From an optimization exercise on the open Yosys and OpenROAD flow, aimed at small area, a short achievable clock period and few clock cycles; shortcuts taken in it are not production practice. At most, simulation tests tie the RTL to the original design; equivalence was not proved. Power figures rest on the tool's default switching activity, not on a simulated workload.

v6:
==> flow/design.v <==
`timescale 1ns / 1ps
module lt8(output y, input [7:0] a, input [7:0] b);
    wire [7:0] g = ~a & b;
    wire [7:0] l = ~a | b;
    wire [3:0] g2 = {g[7] | l[7] & g[6], g[5] | l[5] & g[4], g[3] | l[3] & g[2], g[1] | l[1] & g[0]};
    wire [3:0] l2 = {l[7] & l[6], l[5] & l[4], l[3] & l[2], l[1] & l[0]};
    wire [1:0] g4 = {g2[3] | l2[3] & g2[2], g2[1] | l2[1] & g2[0]};
    wire       l4 = l2[3] & l2[2];
    assign y = g4[1] | l4 & g4[0];
endmodule
module arrange(
    output [7:0] max,
    output [7:0] med,
    output [7:0] min,
    input [7:0] a,
    input [7:0] b,
    input [7:0] c
    );
    wire x, y, z;
    lt8 cx(x, a, b);
    lt8 cy(y, a, c);
    lt8 cz(z, b, c);
    assign max = (!x && !y) ? a : (!z ? b : c);
    assign min = ( x &&  y) ? a : ( z ? b : c);
    assign med = (x ^ y) ? a : ((x ^ z) ? c : b);
endmodule
`timescale 1ns / 1ps
module med_filter(
    output reg [7:0] out,
    output reg out_valid,
    output reg [15:0] addr_med,
    output reg finished,
    output reg [15:0] addr_im,
    input  [7:0] dout_im,
    input start,
    input rst,
    input clk
    );
   reg        running;
   reg [2:0]  ri;       
   reg [7:0]  rc;       
   reg        lastc;    
   reg        col_end;  
   wire last_rd  = (addr_im == 16'd50175);    
   always @(posedge clk) begin
      if (rst || (start && !running)) begin
         running <= !rst;
         ri <= 0;
         rc <= 0;
         lastc <= 0;
         col_end <= 0;
         addr_im <= 0;
      end else if (running) begin
         ri <= ri + 3'd1;
         col_end <= (ri == 3'd6);
         addr_im <= addr_im + (!col_end ? 16'd224 :           
                               !lastc   ? 16'hF9E1 :         
                                          16'hFE41);         
         if (col_end) begin
            rc <= lastc ? 8'd0 : rc + 8'd1;
            lastc <= (rc == 8'd222);
            if (last_rd) running <= 0;
         end
      end
   end
   wire       rv = running && (ri[2] || ri[1]) && (rc[7:1] != 0);
   wire [1:0] rf = !rv ? 2'd0 : (ri != 3'd2) ? 2'd1 : (rc != 8'd2) ? 2'd2 : 2'd3;
   reg  [1:0] f1, f2, f3;
   reg        n_row, n_col, n_band;    
   always @(posedge clk) begin
      if (rst) begin
         f1 <= 0; f2 <= 0; f3 <= 0;
         n_row <= 0; n_col <= 0; n_band <= 0;
      end else begin
         f1 <= rf; f2 <= f1; f3 <= f2;
         n_row  <= (f3 == 2'd1);
         n_col  <= (f3 == 2'd2);
         n_band <= (f3 == 2'd3);
      end
   end
   reg [7:0] p [0:16];
   integer k;
   always @(posedge clk) begin
      p[0] <= dout_im;
      for (k = 1; k <= 16; k = k + 1) p[k] <= p[k-1];
   end
   wire [7:0] smax, smed, smin;
   arrange srow(.max(smax), .med(smed), .min(smin), .a(p[0]), .b(p[8]), .c(p[16]));
   reg [7:0] lo1, lo2, lo3, md1, md2, md3, hi1, hi2, hi3;
   always @(posedge clk) begin
      lo1 <= smin; lo2 <= lo1; lo3 <= lo2;
      md1 <= smed; md2 <= md1; md3 <= md2;
      hi1 <= smax; hi2 <= hi1; hi3 <= hi2;
   end
   wire lx, ly, mx, my, hx, hy;
   lt8 clx(lx, lo1, lo2), cly(ly, lo1, lo3);
   lt8 cmx(mx, md1, md2), cmy(my, md1, md3);
   lt8 chx(hx, hi1, hi2), chy(hy, hi1, hi3);
   reg  lz, mz, hz;
   reg [7:0] lmax, mmed, hmin;
   always @(posedge clk) begin
      lz <= lx; mz <= mx; hz <= hx;
      lmax <= (!lx && !ly) ? lo1 : (!lz ? lo2 : lo3);
      hmin <= ( hx &&  hy) ? hi1 : ( hz ? hi2 : hi3);
      mmed <= (mx ^ my) ? md1 : ((mx ^ mz) ? md3 : md2);
   end
   wire [7:0] fmed;
   arrange sfin(.max(), .med(fmed), .min(), .a(lmax), .b(mmed), .c(hmin));
   always @(posedge clk) begin
      out <= fmed;
   end
   always @(posedge clk) begin
      if (rst) begin
         out_valid <= 0;
         finished <= 0;
      end else begin
         out_valid <= n_row || n_col || n_band;
         if (start && !running) finished <= 0;
         else if (n_row && addr_med == 16'd49061) finished <= 1;    
      end
      if (start && !running) addr_med <= 16'hFFFF;
      else addr_med <= addr_med + (({16{n_row}}  & 16'd222)  |
                                   ({16{n_col}}  & 16'hFBAB) |     
                                   ({16{n_band}} & 16'd1));
   end
endmodule
export LEC_CHECK = 0
export CAP_MARGIN = 20
export CORE_MARGIN = 2
export CORE_UTILIZATION = 40
export SETUP_SLACK_MARGIN = 2.3
export SLEW_MARGIN = 20
create_clock -name core_clock -period 4.5 [get_ports {clk}]
standard.sh (not shown) runs the stock make flow with config.mk's settings and CLKGATE_MAP_FILE= SYNTH_SCRIPT=/design/flow/synth_recipe.tcl, a recipe that flattens the netlist after the stock synthesis.
==> flow/flow/run.sh <==
#!/bin/bash
# Standard ORFS layout, except: no full/half-adder cell extraction in synthesis
# (ABC maps the comparators freely), unrestricted resizing, plain port buffers.
set -euo pipefail
bash standard.sh ADDER_MAP_FILE= MATCH_CELL_FOOTPRINT=0 "BUFFER_PORTS_ARGS=-buffer_cell sky130_fd_sc_hd__buf_2" finish > standard.log 2>&1
Relative to v6, the following input files were edited for v7:
--- a/flow/design.v
+++ b/flow/design.v
@@ -1,12 +1,3 @@
 `timescale 1ns / 1ps
-module lt8(output y, input [7:0] a, input [7:0] b);
-    wire [7:0] g = ~a & b;
-    wire [7:0] l = ~a | b;
-    wire [3:0] g2 = {g[7] | l[7] & g[6], g[5] | l[5] & g[4], g[3] | l[3] & g[2], g[1] | l[1] & g[0]};
-    wire [3:0] l2 = {l[7] & l[6], l[5] & l[4], l[3] & l[2], l[1] & l[0]};
-    wire [1:0] g4 = {g2[3] | l2[3] & g2[2], g2[1] | l2[1] & g2[0]};
-    wire       l4 = l2[3] & l2[2];
-    assign y = g4[1] | l4 & g4[0];
-endmodule
 module arrange(
     output [7:0] max,
@@ -17,8 +8,7 @@
     input [7:0] c
     );
-    wire x, y, z;
-    lt8 cx(x, a, b);
-    lt8 cy(y, a, c);
-    lt8 cz(z, b, c);
+    wire x = a < b;
+    wire y = a < c;
+    wire z = b < c;
     assign max = (!x && !y) ? a : (!z ? b : c);
     assign min = ( x &&  y) ? a : ( z ? b : c);
@@ -93,8 +83,7 @@
       hi1 <= smax; hi2 <= hi1; hi3 <= hi2;
    end
-   wire lx, ly, mx, my, hx, hy;
-   lt8 clx(lx, lo1, lo2), cly(ly, lo1, lo3);
-   lt8 cmx(mx, md1, md2), cmy(my, md1, md3);
-   lt8 chx(hx, hi1, hi2), chy(hy, hi1, hi3);
+   wire lx = lo1 < lo2, ly = lo1 < lo3;
+   wire mx = md1 < md2, my = md1 < md3;
+   wire hx = hi1 < hi2, hy = hi1 < hi3;
    reg  lz, mz, hz;
    reg [7:0] lmax, mmed, hmin;
## What came out
Summary — tightest hold margin, v7 relative to v6: higher, by 11 ps.
[v7] clock share of power fell 1.3 points relative to v6
From v6 to v7 the numbers moved as follows: portion of netlist area occupied by mux cells picked up an extra 2.0 points, area growth from synthesis to layout went down 1.3 points, total routed wirelength shrank by 7.4%, global routing usage on met1 lower, maximum vdd drop moved up.
Testbench counts of v7, summed over its fixed seeds: cycles 795,708.
For v6, only the layout was checked, not whether the RTL still works.

Another version of the RTL of med_filter (not shown whole).
Size in the first run: about 1300 cells after synthesis, ~300 flip-flops.
==> module med_filter, before the edit <==
module med_filter(
    output reg [7:0] out,
    output reg out_valid,
    output reg [15:0] addr_med,
    output reg finished,
    output reg [15:0] addr_im,
    input  [7:0] dout_im,
    input start,
    input rst,
    input clk
    );
   reg        running;
   reg [2:0]  ri;       
   reg [7:0]  rc;       
   reg        lastc;    
   reg        col_end;  
   wire last_rd  = (addr_im == 16'd50175);    
   always @(posedge clk) begin
      if (rst)
         running <= 0;
      else if (start && !running)
         running <= 1;
      else if (col_end && last_rd)
         running <= 0;
      if (rst || (start && !running)) begin
         ri <= 0;
         rc <= 0;
         lastc <= 0;
         col_end <= 0;
         addr_im <= 0;
      end else begin
         ri <= ri + 3'd1;
         col_end <= (ri == 3'd6);
         addr_im <= addr_im + (!col_end ? 16'd224 :           
                               !lastc   ? 16'hF9E1 :         
                                          16'hFE41);         
         if (col_end) begin
            rc <= lastc ? 8'd0 : rc + 8'd1;
            lastc <= (rc == 8'd222);
         end
      end
   end
   wire       rv = running && (ri[2] || ri[1]) && (rc[7:1] != 0);
   wire [1:0] rf = !rv ? 2'd0 : (ri != 3'd2) ? 2'd1 : (rc != 8'd2) ? 2'd2 : 2'd3;
   reg  [1:0] f1, f2, f3;
   reg        n_row, n_col, n_band;    
   always @(posedge clk) begin
      if (rst) begin
         f1 <= 0; f2 <= 0; f3 <= 0;
         n_row <= 0; n_col <= 0; n_band <= 0;
      end else begin
         f1 <= rf; f2 <= f1; f3 <= f2;
         n_row  <= (f3 == 2'd1);
         n_col  <= (f3 == 2'd2);
         n_band <= (f3 == 2'd3);
      end
   end
   reg [7:0] p [0:16];
   integer k;
   always @(posedge clk) begin
      p[0] <= dout_im;
      for (k = 1; k <= 16; k = k + 1) p[k] <= p[k-1];
   end
   wire [7:0] smax, smed, smin;
   arrange srow(.max(smax), .med(smed), .min(smin), .a(p[0]), .b(p[8]), .c(p[16]));
   reg [7:0] lo1, lo2, lo3, md1, md2, md3, hi1, hi2, hi3;
   always @(posedge clk) begin
      lo1 <= smin; lo2 <= lo1; lo3 <= lo2;
      md1 <= smed; md2 <= md1; md3 <= md2;
      hi1 <= smax; hi2 <= hi1; hi3 <= hi2;
   end
   wire lx = lo1 < lo2, ly = lo1 < lo3;
   wire mx = md1 < md2, my = md1 < md3;
   wire hx = hi1 < hi2, hy = hi1 < hi3;
   reg  lz, mz, hz;
   reg [7:0] lmax, mmed, hmin;
   always @(posedge clk) begin
      lz <= lx; mz <= mx; hz <= hx;
      lmax <= (!lx && !ly) ? lo1 : (!lz ? lo2 : lo3);
      hmin <= ( hx &&  hy) ? hi1 : ( hz ? hi2 : hi3);
      mmed <= (mx ^ my) ? md1 : ((mx ^ mz) ? md3 : md2);
   end
   wire [7:0] fmed;
   arrange sfin(.max(), .med(fmed), .min(), .a(lmax), .b(mmed), .c(hmin));
   always @(posedge clk) begin
      out <= fmed;
   end
   always @(posedge clk) begin
      if (rst) begin
         out_valid <= 0;
         finished <= 0;
      end else begin
         out_valid <= n_row || n_col || n_band;
         if (start && !running) finished <= 0;
         else if (n_row && addr_med == 16'd49061) finished <= 1;    
      end
      if (start && !running) addr_med <= 16'hFFFF;
      else addr_med <= addr_med + (({16{n_row}}  & 16'd222)  |
                                   ({16{n_col}}  & 16'hFBAB) |     
                                   ({16{n_band}} & 16'd1));
   end
endmodule
export LEC_CHECK = 0
export ABC_AREA = 1
export CAP_MARGIN = 20
export CORE_MARGIN = 2
export CORE_UTILIZATION = 40
export CTS_BUF_LIST = sky130_fd_sc_hd__clkbuf_16
export CTS_CLUSTER_DIAMETER = 80
export CTS_CLUSTER_SIZE = 25
export SETUP_SLACK_MARGIN = 2.3
export SLEW_MARGIN = 20
create_clock -name core_clock -period 4.5 [get_ports {clk}]
==> flow/flow/run.sh <==
#!/bin/bash
# Standard ORFS layout, with unrestricted resizing and plain buffers on the ports.
set -euo pipefail
bash standard.sh MATCH_CELL_FOOTPRINT=0 "BUFFER_PORTS_ARGS=-buffer_cell sky130_fd_sc_hd__buf_2" finish > standard.log 2>&1
Change:
--- a/flow/design.v
+++ b/flow/design.v
@@ -32,4 +32,6 @@
    reg        lastc;    
    reg        col_end;  
+   reg        ce_col;   
+   reg        ce_band;  
    wire last_rd  = (addr_im == 16'd50175);    
    always @(posedge clk) begin
@@ -45,11 +47,14 @@
          lastc <= 0;
          col_end <= 0;
+         ce_col <= 0;
+         ce_band <= 0;
          addr_im <= 0;
       end else begin
          ri <= ri + 3'd1;
          col_end <= (ri == 3'd6);
-         addr_im <= addr_im + (!col_end ? 16'd224 :           
-                               !lastc   ? 16'hF9E1 :         
-                                          16'hFE41);         
+         ce_col  <= (ri == 3'd6) && !lastc;
+         ce_band <= (ri == 3'd6) && lastc;
+         addr_im <= addr_im + {{5{col_end}}, ce_band, ce_band, ce_col, !ce_band, 1'b1,
+                               !ce_band, 4'b0000, col_end};
          if (col_end) begin
             rc <= lastc ? 8'd0 : rc + 8'd1;
@@ -62,8 +67,10 @@
    reg  [1:0] f1, f2, f3;
    reg        n_row, n_col, n_band;    
+   reg        n_rc, n_cb;              
    always @(posedge clk) begin
       if (rst) begin
          f1 <= 0; f2 <= 0; f3 <= 0;
          n_row <= 0; n_col <= 0; n_band <= 0;
+         n_rc <= 0; n_cb <= 0;
       end else begin
          f1 <= rf; f2 <= f1; f3 <= f2;
@@ -71,4 +78,6 @@
          n_col  <= (f3 == 2'd2);
          n_band <= (f3 == 2'd3);
+         n_rc   <= (f3 == 2'd1) || (f3 == 2'd2);
+         n_cb   <= (f3 == 2'd2) || (f3 == 2'd3);
       end
    end
@@ -113,7 +122,6 @@
       end
       if (start && !running) addr_med <= 16'hFFFF;
-      else addr_med <= addr_med + (({16{n_row}}  & 16'd222)  |
-                                   ({16{n_col}}  & 16'hFBAB) |     
-                                   ({16{n_band}} & 16'd1));
+      else addr_med <= addr_med + {{5{n_col}}, 1'b0, n_col, n_col, n_rc, n_row, n_col,
+                                   n_row, n_rc, n_row, n_rc, n_cb};
    end
 endmodule
=> The new run produced a clean layout. Fmax grows by 4.7%. Hold slack barely changes. Critical path depth grows by 1. Area after synthesis grows by 1.3%. Sequential cell count grows by 4. Via count grows by about 1.4%.
Testbench counts after the change, summed over its fixed seeds: cycles 795,708.
No functional check of the RTL was part of the first run of this note.

med_filter, a different RTL version from the one above (not shown whole).
For scale: ~1300 cells after synthesis, roughly 53 I/O pins, roughly 0.012 mm^2 of cells after synthesis.
==> module sel3, before the edit <==
module sel3(
    output [7:0] max,
    output [7:0] med,
    output [7:0] min,
    input [7:0] a,
    input [7:0] b,
    input [7:0] c,
    input x,
    input y,
    input z
    );
    assign max = (!x && !y) ? a : (!z ? b : c);
    assign min = ( x &&  y) ? a : ( z ? b : c);
    assign med = (x ^ y) ? a : ((x ^ z) ? c : b);
endmodule
==> module arrange, before the edit <==
module arrange(
    output [7:0] max,
    output [7:0] med,
    output [7:0] min,
    input [7:0] a,
    input [7:0] b,
    input [7:0] c
    );
    sel3 s(.max(max), .med(med), .min(min), .a(a), .b(b), .c(c),
           .x(a < b), .y(a < c), .z(b < c));
endmodule
==> module med_filter, before the edit <==
module med_filter(
    output reg [7:0] out,
    output reg out_valid,
    output reg [15:0] addr_med,
    output reg finished,
    output reg [15:0] addr_im,
    input  [7:0] dout_im,
    input start,
    input rst,
    input clk
    );
   reg        running;
   reg [2:0]  ri;       
   reg [7:0]  rc;       
   reg        lastc;    
   reg        col_end;  
   reg        ce_col;   
   reg        ce_band;  
   wire last_rd  = (addr_im == 16'd50175);    
   always @(posedge clk) begin
      if (rst)
         running <= 0;
      else if (start && !running)
         running <= 1;
      else if (col_end && last_rd)
         running <= 0;
      if (rst || (start && !running)) begin
         ri <= 0;
         rc <= 0;
         lastc <= 0;
         col_end <= 0;
         ce_col <= 0;
         ce_band <= 0;
         addr_im <= 0;
      end else begin
         ri <= ri + 3'd1;
         col_end <= (ri == 3'd6);
         ce_col  <= (ri == 3'd6) && !lastc;
         ce_band <= (ri == 3'd6) && lastc;
         addr_im <= addr_im + {{5{col_end}}, ce_band, ce_band, ce_col, !ce_band, 1'b1,
                               !ce_band, 4'b0000, col_end};
         if (col_end) begin
            rc <= lastc ? 8'd0 : rc + 8'd1;
            lastc <= (rc == 8'd222);
         end
      end
   end
   wire       rv = running && (ri[2] || ri[1]) && (rc[7:1] != 0);
   wire [1:0] rf = !rv ? 2'd0 : (ri != 3'd2) ? 2'd1 : (rc != 8'd2) ? 2'd2 : 2'd3;
   reg  [1:0] f1, f2, f3, f4;
   reg        n_row, n_col, n_band;    
   reg        n_rc, n_cb;              
   always @(posedge clk) begin
      if (rst) begin
         f1 <= 0; f2 <= 0; f3 <= 0; f4 <= 0;
         n_row <= 0; n_col <= 0; n_band <= 0;
         n_rc <= 0; n_cb <= 0;
      end else begin
         f1 <= rf; f2 <= f1; f3 <= f2; f4 <= f3;
         n_row  <= (f4 == 2'd1);
         n_col  <= (f4 == 2'd2);
         n_band <= (f4 == 2'd3);
         n_rc   <= (f4 == 2'd1) || (f4 == 2'd2);
         n_cb   <= (f4 == 2'd2) || (f4 == 2'd3);
      end
   end
   reg [7:0] p [0:17];
   integer k;
   always @(posedge clk) begin
      p[0] <= dout_im;
      for (k = 1; k <= 17; k = k + 1) p[k] <= p[k-1];
   end
   reg rx, ry, rz;
   always @(posedge clk) begin
      rx <= p[0] < p[8];
      ry <= p[0] < p[16];
      rz <= p[8] < p[16];
   end
   wire [7:0] smax, smed, smin;
   sel3 srow(.max(smax), .med(smed), .min(smin), .a(p[1]), .b(p[9]), .c(p[17]),
             .x(rx), .y(ry), .z(rz));
   reg [7:0] lo1, lo2, lo3, md1, md2, md3, hi1, hi2, hi3;
   always @(posedge clk) begin
      lo1 <= smin; lo2 <= lo1; lo3 <= lo2;
      md1 <= smed; md2 <= md1; md3 <= md2;
      hi1 <= smax; hi2 <= hi1; hi3 <= hi2;
   end
   wire lx = lo1 < lo2, ly = lo1 < lo3;
   wire mx = md1 < md2, my = md1 < md3;
   wire hx = hi1 < hi2, hy = hi1 < hi3;
   reg  lz, mz, hz;
   reg [7:0] lmax, mmed, hmin;
   always @(posedge clk) begin
      lz <= lx; mz <= mx; hz <= hx;
      lmax <= (!lx && !ly) ? lo1 : (!lz ? lo2 : lo3);
      hmin <= ( hx &&  hy) ? hi1 : ( hz ? hi2 : hi3);
      mmed <= (mx ^ my) ? md1 : ((mx ^ mz) ? md3 : md2);
   end
   wire [7:0] fmed;
   arrange sfin(.max(), .med(fmed), .min(), .a(lmax), .b(mmed), .c(hmin));
   always @(posedge clk) begin
      out <= fmed;
   end
   always @(posedge clk) begin
      if (rst) begin
         out_valid <= 0;
         finished <= 0;
      end else begin
         out_valid <= n_row || n_col || n_band;
         if (start && !running) finished <= 0;
         else if (n_row && addr_med == 16'd49061) finished <= 1;    
      end
      if (start && !running) addr_med <= 16'hFFFF;
      else addr_med <= addr_med + {{5{n_col}}, 1'b0, n_col, n_col, n_rc, n_row, n_col,
                                   n_row, n_rc, n_row, n_rc, n_cb};
   end
endmodule
clock: 4.5 ns
lec_check: 0
abc_area: 1
cap_margin: 20
core_margin: 2
core_utilization: 40
cts_buf_list: sky130_fd_sc_hd__clkbuf_16
cts_cluster_diameter: 80
cts_cluster_size: 25
setup_slack_margin: 2.7
slew_margin: 20
Scripts as last shown in full above: flow/flow/run.sh
Edit:
--- a/flow/design.v
+++ b/flow/design.v
@@ -1,19 +1,4 @@
 `timescale 1ns / 1ps
-module sel3(
-    output [7:0] max,
-    output [7:0] med,
-    output [7:0] min,
-    input [7:0] a,
-    input [7:0] b,
-    input [7:0] c,
-    input x,
-    input y,
-    input z
-    );
-    assign max = (!x && !y) ? a : (!z ? b : c);
-    assign min = ( x &&  y) ? a : ( z ? b : c);
-    assign med = (x ^ y) ? a : ((x ^ z) ? c : b);
-endmodule
 module arrange(
     output [7:0] max,
     output [7:0] med,
@@ -22,8 +7,12 @@
     input [7:0] b,
     input [7:0] c
     );
-    sel3 s(.max(max), .med(med), .min(min), .a(a), .b(b), .c(c),
-           .x(a < b), .y(a < c), .z(b < c));
+    wire x = a < b;
+    wire y = a < c;
+    wire z = b < c;
+    assign max = (!x && !y) ? a : (!z ? b : c);
+    assign min = ( x &&  y) ? a : ( z ? b : c);
+    assign med = (x ^ y) ? a : ((x ^ z) ? c : b);
 endmodule
 `timescale 1ns / 1ps
 module med_filter(
@@ -75,38 +64,31 @@
    end
    wire       rv = running && (ri[2] || ri[1]) && (rc[7:1] != 0);
    wire [1:0] rf = !rv ? 2'd0 : (ri != 3'd2) ? 2'd1 : (rc != 8'd2) ? 2'd2 : 2'd3;
-   reg  [1:0] f1, f2, f3, f4;
+   reg  [1:0] f1, f2, f3;
    reg        n_row, n_col, n_band;    
    reg        n_rc, n_cb;              
    always @(posedge clk) begin
       if (rst) begin
-         f1 <= 0; f2 <= 0; f3 <= 0; f4 <= 0;
+         f1 <= 0; f2 <= 0; f3 <= 0;
          n_row <= 0; n_col <= 0; n_band <= 0;
          n_rc <= 0; n_cb <= 0;
       end else begin
-         f1 <= rf; f2 <= f1; f3 <= f2; f4 <= f3;
-         n_row  <= (f4 == 2'd1);
-         n_col  <= (f4 == 2'd2);
-         n_band <= (f4 == 2'd3);
-         n_rc   <= (f4 == 2'd1) || (f4 == 2'd2);
-         n_cb   <= (f4 == 2'd2) || (f4 == 2'd3);
+         f1 <= rf; f2 <= f1; f3 <= f2;
+         n_row  <= (f3 == 2'd1);
+         n_col  <= (f3 == 2'd2);
+         n_band <= (f3 == 2'd3);
+         n_rc   <= (f3 == 2'd1) || (f3 == 2'd2);
+         n_cb   <= (f3 == 2'd2) || (f3 == 2'd3);
       end
    end
-   reg [7:0] p [0:17];
+   reg [7:0] p [0:16];
    integer k;
    always @(posedge clk) begin
       p[0] <= dout_im;
-      for (k = 1; k <= 17; k = k + 1) p[k] <= p[k-1];
-   end
-   reg rx, ry, rz;
-   always @(posedge clk) begin
-      rx <= p[0] < p[8];
-      ry <= p[0] < p[16];
-      rz <= p[8] < p[16];
+      for (k = 1; k <= 16; k = k + 1) p[k] <= p[k-1];
    end
    wire [7:0] smax, smed, smin;
-   sel3 srow(.max(smax), .med(smed), .min(smin), .a(p[1]), .b(p[9]), .c(p[17]),
-             .x(rx), .y(ry), .z(rz));
+   arrange srow(.max(smax), .med(smed), .min(smin), .a(p[0]), .b(p[8]), .c(p[16]));
    reg [7:0] lo1, lo2, lo3, md1, md2, md3, hi1, hi2, hi3;
    always @(posedge clk) begin
       lo1 <= smin; lo2 <= lo1; lo3 <= lo2;
Result: Power falls by a few percent. Die area came out lower slightly. Count of clock-buffer cells in the layout stays the same. Routed wire length is higher slightly. Clock skew goes up by 3.7 ps.
Testbench counts after the change, summed over its fixed seeds: cycles 795,708.
The RTL of the first run of this note was laid out without a check of its function.

==> what the ideal ports hide <==
The flow's constraints put no driver on any port. The routed layouts listed below were extracted and timed again, unchanged, in two steps.
Step 1: set_driving_cell puts a clkbuf_16 on clk and a buf_2 on each other input, an assumption about the parent block.
Step 2 moves the port delays by t, midway between the first and last clock arrival at a register: inputs arrive t later, outputs are due t later. That takes back most of the time a late clock gives input paths.
Slacks: ideal ports / drivers / drivers and shift; pairs: ideal ports / drivers.
run | t, ns | setup WS [ns] | latest minus earliest clock arrival (ns)
v6 | 0.599 | 1.798 / 1.798 / 1.798 | 0.023 / 0.023
v7 | 0.597 | 1.842 / 1.842 / 1.842 | 0.008 / 0.008
the first run of note 2 | 0.543 | 2.325 / 2.325 / 2.217 | 0.024 / 0.024
the second run of note 2 | 0.536 | 2.422 / 2.397 / 2.055 | 0.022 / 0.021
the first run of note 3 | 0.542 | 2.611 / 2.561 / 2.314 | 0.023 / 0.023
the second run of note 3 | 0.554 | 2.517 / 2.517 / 2.330 | 0.029 / 0.029
After both steps setup and hold are still met in every run listed. The setup slack of the second run of note 2, which loses most, moves by -0.025 ns with the drivers and by -0.367 ns with both steps.
